Background: an optimization exercise with open tools, aiming at small area. Do not read the settings as production practice.
No functional check of the RTL was part of any run shown here.

## flow/design.v (module list and top-level ports; edited modules follow where they fit)
// module CC: 1086 lines
// module cc_fa: 6 lines
// module cc_bth: 5 lines
// module cc_s3: 5 lines
// module cc_ha: 6 lines
module CC(
    clk,
    rst_n,
    in_valid,
    mode,
    xi,
    yi,
    out_valid,
    xo,
    yo
);
  // ...
==> flow/flow/run.sh <==
#!/bin/bash
# Own layout flow: the standard synthesis and layout, with port buffers of the smallest buffer.
set -euo pipefail
bash standard.sh synth > synth.log 2>&1
bash standard.sh "BUFFER_PORTS_ARGS=-buffer_cell sky130_fd_sc_hd__buf_1" finish > finish.log 2>&1
==> flow/standard.sh <==
#!/bin/bash
# synth_recipe.tcl (not shown) runs the flow's synth.tcl, then flattens the netlist and writes it again
# the make line also repeats each setting of config.mk as NAME=value (left out here)
make -C /OpenROAD-flow-scripts/flow DESIGN_CONFIG=/design/flow/config.mk WORK_HOME=/design/flow/orfs CLKGATE_MAP_FILE= SYNTH_SCRIPT=/design/flow/synth_recipe.tcl "${@:-finish}"
==> flow/config.mk <==
export PLATFORM = sky130hd
export DESIGN_NAME = CC
export DESIGN_NICKNAME = CC
export VERILOG_FILES = /design/flow/design.v
export SDC_FILE = /design/flow/constraint.sdc
export NUM_CORES = 8
export LEC_CHECK = 0
export CAP_MARGIN = 20
export CORE_MARGIN = 2
export CORE_UTILIZATION = 50
export CTS_BUF_LIST = sky130_fd_sc_hd__clkbuf_16
export SLEW_MARGIN = 20
export SYNTH_HIERARCHICAL = 1
export SYNTH_MINIMUM_KEEP_SIZE = 0
==> flow/constraint.sdc <==
create_clock -name core_clock -period 100.0 [get_ports {clk}]
set_input_delay 20.0000 -clock core_clock [delete_from_list [all_inputs] [get_ports {clk}]]
set_output_delay 20.0000 -clock core_clock [all_outputs]
set_load 0.01 [all_outputs]
==> impl.org, run 1 <==
** Run status
- The run finished with no timing, DRC or antenna violations.

** Die
- After floorplanning, the core was sized to cover 0.0323 mm2.
- Die X-Extent :: 184 um
- Number of placed I/O pins :: 38

** Detailed routing
- In the routed layout, each cell is associated on average with a via count of 6.45.
- Number of detailed-routing iterations run before antenna repair :: 12
- Summed over all nets, wire length on met3 after detailed routing comes to 5460 um.
- Summed over all nets, wire length on met2 after detailed routing comes to 23700 um.
- Top sig layer :: met5

** Place
- Routability congestion estimate :: 0.995

** Clocking
- The number of hold buffers added after CTS was 0.
- Worst-Skew Late Latency :: 0.38 ns
- TritonCTS built the clock tree.
- The cell sitting at the root of the clock tree is a sky130_fd_sc_hd__clkbuf_16.

** Layout
- Commonest non-fill, non-tap cell in the layout :: sky130_fd_sc_hd__fa_1
- Sequential cell area in the final layout :: 0.00278 mm2
- The non-clock inverters instantiated in the layout total 45.
- Filler Cells Inserted :: 2913
- Share of post-route cells with drive strength above 1 :: 5.87%

** Timing
- The count of pins over their slew limit is 0.
- In this run the tightest slew margin relative to its limit is 34.2%.
- The worst path in the final design needs a cycle of 44.14 ns, including I/O delays and setup.

** Global routing
- Summed over all layers, the global routing overflow is 0.

** Synthesis
- Summing the areas of all fa, ha and maj instances in the mapped netlist gives 41.8% of the synthesized area.
- Ranked by instance count, the synthesized netlist is headed by sky130_fd_sc_hd__fa_1, sky130_fd_sc_hd__nand2_1, sky130_fd_sc_hd__nor2_1.

** Setup path
- The worst setup path is captured at a flip-flop.
- For the worst flop-to-flop path, the logic depth is 75.
- The worst register-to-register path begins at md[1].
==> inputs of run 2 (changes only) <==
--- a/flow/config.mk
+++ b/flow/config.mk
@@ -9,4 +9,4 @@
 export CORE_MARGIN = 2
-export CORE_UTILIZATION = 50
-export CTS_BUF_LIST = sky130_fd_sc_hd__clkbuf_16
+export CORE_UTILIZATION = 65
+export CTS_BUF_LIST = sky130_fd_sc_hd__clkbuf_8
 export SLEW_MARGIN = 20
==> run 2 against run 1 <==
Still clean on timing, DRC and antenna; register-to-register slack lost 0.33 ns; via count grew 1.9%; count of clock-buffer cells in the layout grew 1; maximum frequency decreased by 1.5%; core utilization up 16 points; die area decreased by 23%; wire length shrank 2.9%; sequential share of layout area up 0.27 points; critical endpoint unchanged; largest cell class unchanged.
==> impl.org, run 2 <==
** Synthesis
- The commonest cells after synthesis are sky130_fd_sc_hd__fa_1, sky130_fd_sc_hd__nand2_1, sky130_fd_sc_hd__nor2_1.
- Async set-or-reset flop fraction in the synthesized netlist :: 3.85%
- Synthesis produced a netlist whose cell count is 1613.
- Of all cell types, the one taking the most synthesized area is sky130_fd_sc_hd__fa_1.
- In this run the cell area of the synthesized design comes to 0.0163 mm2.
- Post-Synthesis Net Count :: 2000
- Mean cell area of the mapped netlist :: 10.1 um2
- Counting flops and latches in the post-synthesis netlist gives 104.
- Post-synth EDFFs :: 68
- Top flip-flop cell by instance count after synthesis :: sky130_fd_sc_hd__edfxtp_1
- Of the post-synthesis cell area, the dominant cell type holds 36.5%.
- Main area contributors after synthesis :: sky130_fd_sc_hd__fa_1, sky130_fd_sc_hd__edfxtp_1, sky130_fd_sc_hd__ha_1
- The Yosys step of the flow raised 7 warnings.
- Cell with the most instances after synthesis :: sky130_fd_sc_hd__fa_1
- Register area share after synthesis :: 17.1%
- Count of different cell masters after synthesis :: 69

** Setup path
- Data required time of the critical path :: 100.26 ns
- Register-to-register path setup slack :: 74.68 ns
- The critical path is of the primary input to flip-flop type.
- Worst-path maximum fanout :: 41
- Worst Path Arrival :: 45.08 ns
- Critical Path Most Common Cell :: sky130_fd_sc_hd__fa_1
- The number of cells traversed by the worst register-to-register path came to 75 (unchanged).
- In this run the worst setup path terminates at X[7].
- Slowest Stage Delay on Critical Path :: 0.82 ns
- Tracing the worst setup path back leads to its startpoint at in_valid.
- Crit-path slowest cell :: sky130_fd_sc_hd__nor3_1
- Sort of element at the end of the critical path :: flip-flop
- In this run the critical register-to-register path is captured at X[7].
- Critical R2R Launch :: cnt[0]
- CP startpoint kind :: primary input

** Timing
- At the pin with the least slew margin, the transition time is 1.08 ns.
- Worst Slack Setup Final :: 55.18 ns
- Number of hold violations in the final report :: 0
- For the final routed database, the setup TNS stands at 0 ns.
- Slew margin rel. :: 28.1% (-6.1 points)
- In the finished design, the share of the clock period the worst path needs comes to 44.8%.
- Derived from the worst setup path, the maximum achievable clock frequency is 0.0223 GHz.
- The clock arrives with 0.0148 ns of skew.
- The count of pins over their slew limit was 0 (unchanged).
- Shortest clock period the worst path allows after layout :: 44.82 ns (+0.677 ns)
- Setup repair after global routing left no endpoint under its margin.
- Finish-stage setup viols :: 0

** Die
- Die X-Extent :: 162 um (-12%)
- After floorplanning, the core was divided into 57 placement rows.
- The initial utilization of the core area, before any placement, comes to 66.6%.
- The die is 162 um tall.
- Number of placed I/O pins :: 38 (unchanged)
- The floorplan step defined a die boundary enclosing 0.0263 mm2.
- The core box area came to 0.0245 mm2 (-24%).

** Clocking
- Number of H-tree branching levels :: 3
- In this run the clock root is driven by a sky130_fd_sc_hd__clkbuf_8.
- The clock net in this run drives a total of 104 sinks.
- CTS tree :: yes
- Worst-Skew Late Latency :: 0.41 ns (+0.03 ns)
- After clock tree synthesis, the clock-pin slew on the worst setup and hold paths is 0.11 ns.
- Number of buffers created by CTS :: 9
- CTS Hold Bufs :: 0 (unchanged)
- Count of cells resized by post-cts repair :: 0
- Buffers inserted during post-CTS setup optimization :: 0
- Number of buffers on the longest clock path :: 2

** Global routing
- Most congested layer reported by global routing :: met1
- The number of antenna violations at the first check in global routing is 0.
- In the global route stage, overall resource usage came out at 41.7%.
- The via count of the first global-routing pass was 13.5k.
- In the global route stage, met1 resource usage came out at 60.8%.
- Global routing used 11.4% of the available met3 tracks.
- Global routing consumed, on the met2 layer, 60.3% of the routing resources.
- Maximum number of pins on one net before global-route repair :: 50
- Wire length of the first global-routing pass :: 81500 um
- The global route total overflow came to 0 (unchanged).

** Detailed routing
- In the final routed layout, each cell accounts on average for 27.3 um.
- Detailed routing inserted a total of 13.5k vias.
- Final wirelength :: 52900 um
- The detailed router finished its first iteration with 2244 violations.
- Number of detailed-routing iterations run before antenna repair :: 13 (+1)
- After detailed routing, the number of remaining DRC violations is 0.
- Via/cell ratio :: 6.99 (+8.3%)
- The detail route stage leaves a number of antenna-violating nets equal to 0.

** Layout
- The filler cell count was 1941 (-33%).
- Leaving out fill and tap cells, the most frequent cell in the layout is sky130_fd_sc_hd__fa_1.
- The top cell types in the final layout, fill and taps aside, are sky130_fd_sc_hd__fa_1, sky130_fd_sc_hd__nand2_1, sky130_fd_sc_hd__nor2_1.
- In the final layout, the registers with the most flip-flops are QA (17), QB (17).
- Final layout net count :: 1997
- The repair_antennas step left the layout with diodes totalling 0.
- Share of post-route cells with drive strength above 1 :: 5.57% (-0.30 points)
- Synthesis-to-layout area growth :: 4.27%

** Place
- PortBufs :: 37
- The placer's final routability congestion estimate came to 1.02 (+2.7%).
- Half-perimeter wire length of the detailed placement result :: 40900 um
- Setup slack at placement :: 54.97 ns

** Hold path
- The min-delay analysis places its worst path in the category flip-flop to flip-flop.
- Counting instances, the worst hold path has a depth of 1.

** Job
- Number of maximum-capacitance violations :: 0

** Run status
- Status :: no timing/DRC/antenna violations
-- run 2: modules after synthesis (local to each module, per instance) --
module	area [um2]	flops+latches	copies in the design	cells
cc_fa	20.0	0	297	1
cc_ha	12.5	0	55	1
cc_s3	10.0	0	75	1
CC	8900	104	1	1186
-- run 2: critical path, delay by kind of cell --
kind            cells  cell delay (ns)
fa+ha+maj          52            19.02
buf+inv             5             1.40
mux                 1             0.27
simple gates        6             2.20
compound gates      7             1.57
xor+xnor            4             0.57
-- run 2: metrics by stage --
stage / hold WS [ns] / instances / util [%] / area, um2
4_1_cts: 0.553 / 1938 / 69.4 / 17000
3_5_place_dp: 0.530 / 1922 / 68.5 / 16800
3_3_place_gp: 0.512 / 1922 / 68.5 / 16800
5_1_grt: 0.576 / 1939 / 69.4 / 17000
2_1_floorplan: 0.492 / 1613 / - / 16300
6_report: 0.549 / 1939 / 69.4 / 17000
-- run 2: worst min path at each step --
stage	slack, ns	startpoint	to
after global routing	0.58	out_valid	out_valid
final	0.55	cnt[0]	cnt[0]
after global placement	0.51	cnt[0]	cnt[0]
after detailed placement	0.53	cnt[0]	cnt[0]
after CTS	0.55	cnt[0]	cnt[0]
after floorplan	0.49	cnt[0]	cnt[0]
-- run 2: layer usage --
metal	up-vias	routed length, um
met4	0	2360
li1	5690	-
met1	6725	20900
met5	-	0
met2	958	22600
met3	176	7090
-- run 2: area by class of cell --
cell class              instances  area [um2]  share of cell area (%)
inverters                      45         169                   0.995
multi-input cells            1379       13000                    76.6
repair buffers                 71         402                    2.36
clock inverters                 6        76.3                   0.449
flip-flops and latches        104        2780                    16.4
clock buffers                  10         138                   0.810
well taps                     324         405                    2.39
-- run 2: kinds of logic (layout without fill, tap and decap cells) --
group	after synthesis	in the layout	share of synthesized area, %
mux	58	58	3.68
simple gates	546	546	16.2
fa+ha+maj	366	366	41.8
xor+xnor	72	72	3.92
flops	104	104	17.1
compound gates	337	337	14.2
buf+inv	130	132	3.13

[what the ideal ports hide]
The results above use ideal ports. As a check the final layouts listed here were re-extracted and re-timed, cells and wires unchanged. Step 1: set_driving_cell puts a clkbuf_16 on clk and a buf_2 on each other input, an assumption about the parent block. Step 2 adds t to the input delays and takes it off the output delays; t is the mean of the earliest and latest rising clock arrival at the registers after step 1. Input paths then give back, and output paths get back, about the clock's delay inside the block. Three values: no drivers, after step 1, after step 2; two values: the first two.
run	t (ns)	setup WS [ns]	worst slew at a driven data input, ns
run 1	0.416	55.856 / 55.879 / 55.463	0.03
run 2	0.450	55.179 / 55.196 / 54.746	0.04
After both steps every run listed still meets setup and hold. The setup slack of run 2, which loses most, moves by +0.017 ns with the drivers and by -0.433 ns with both steps.
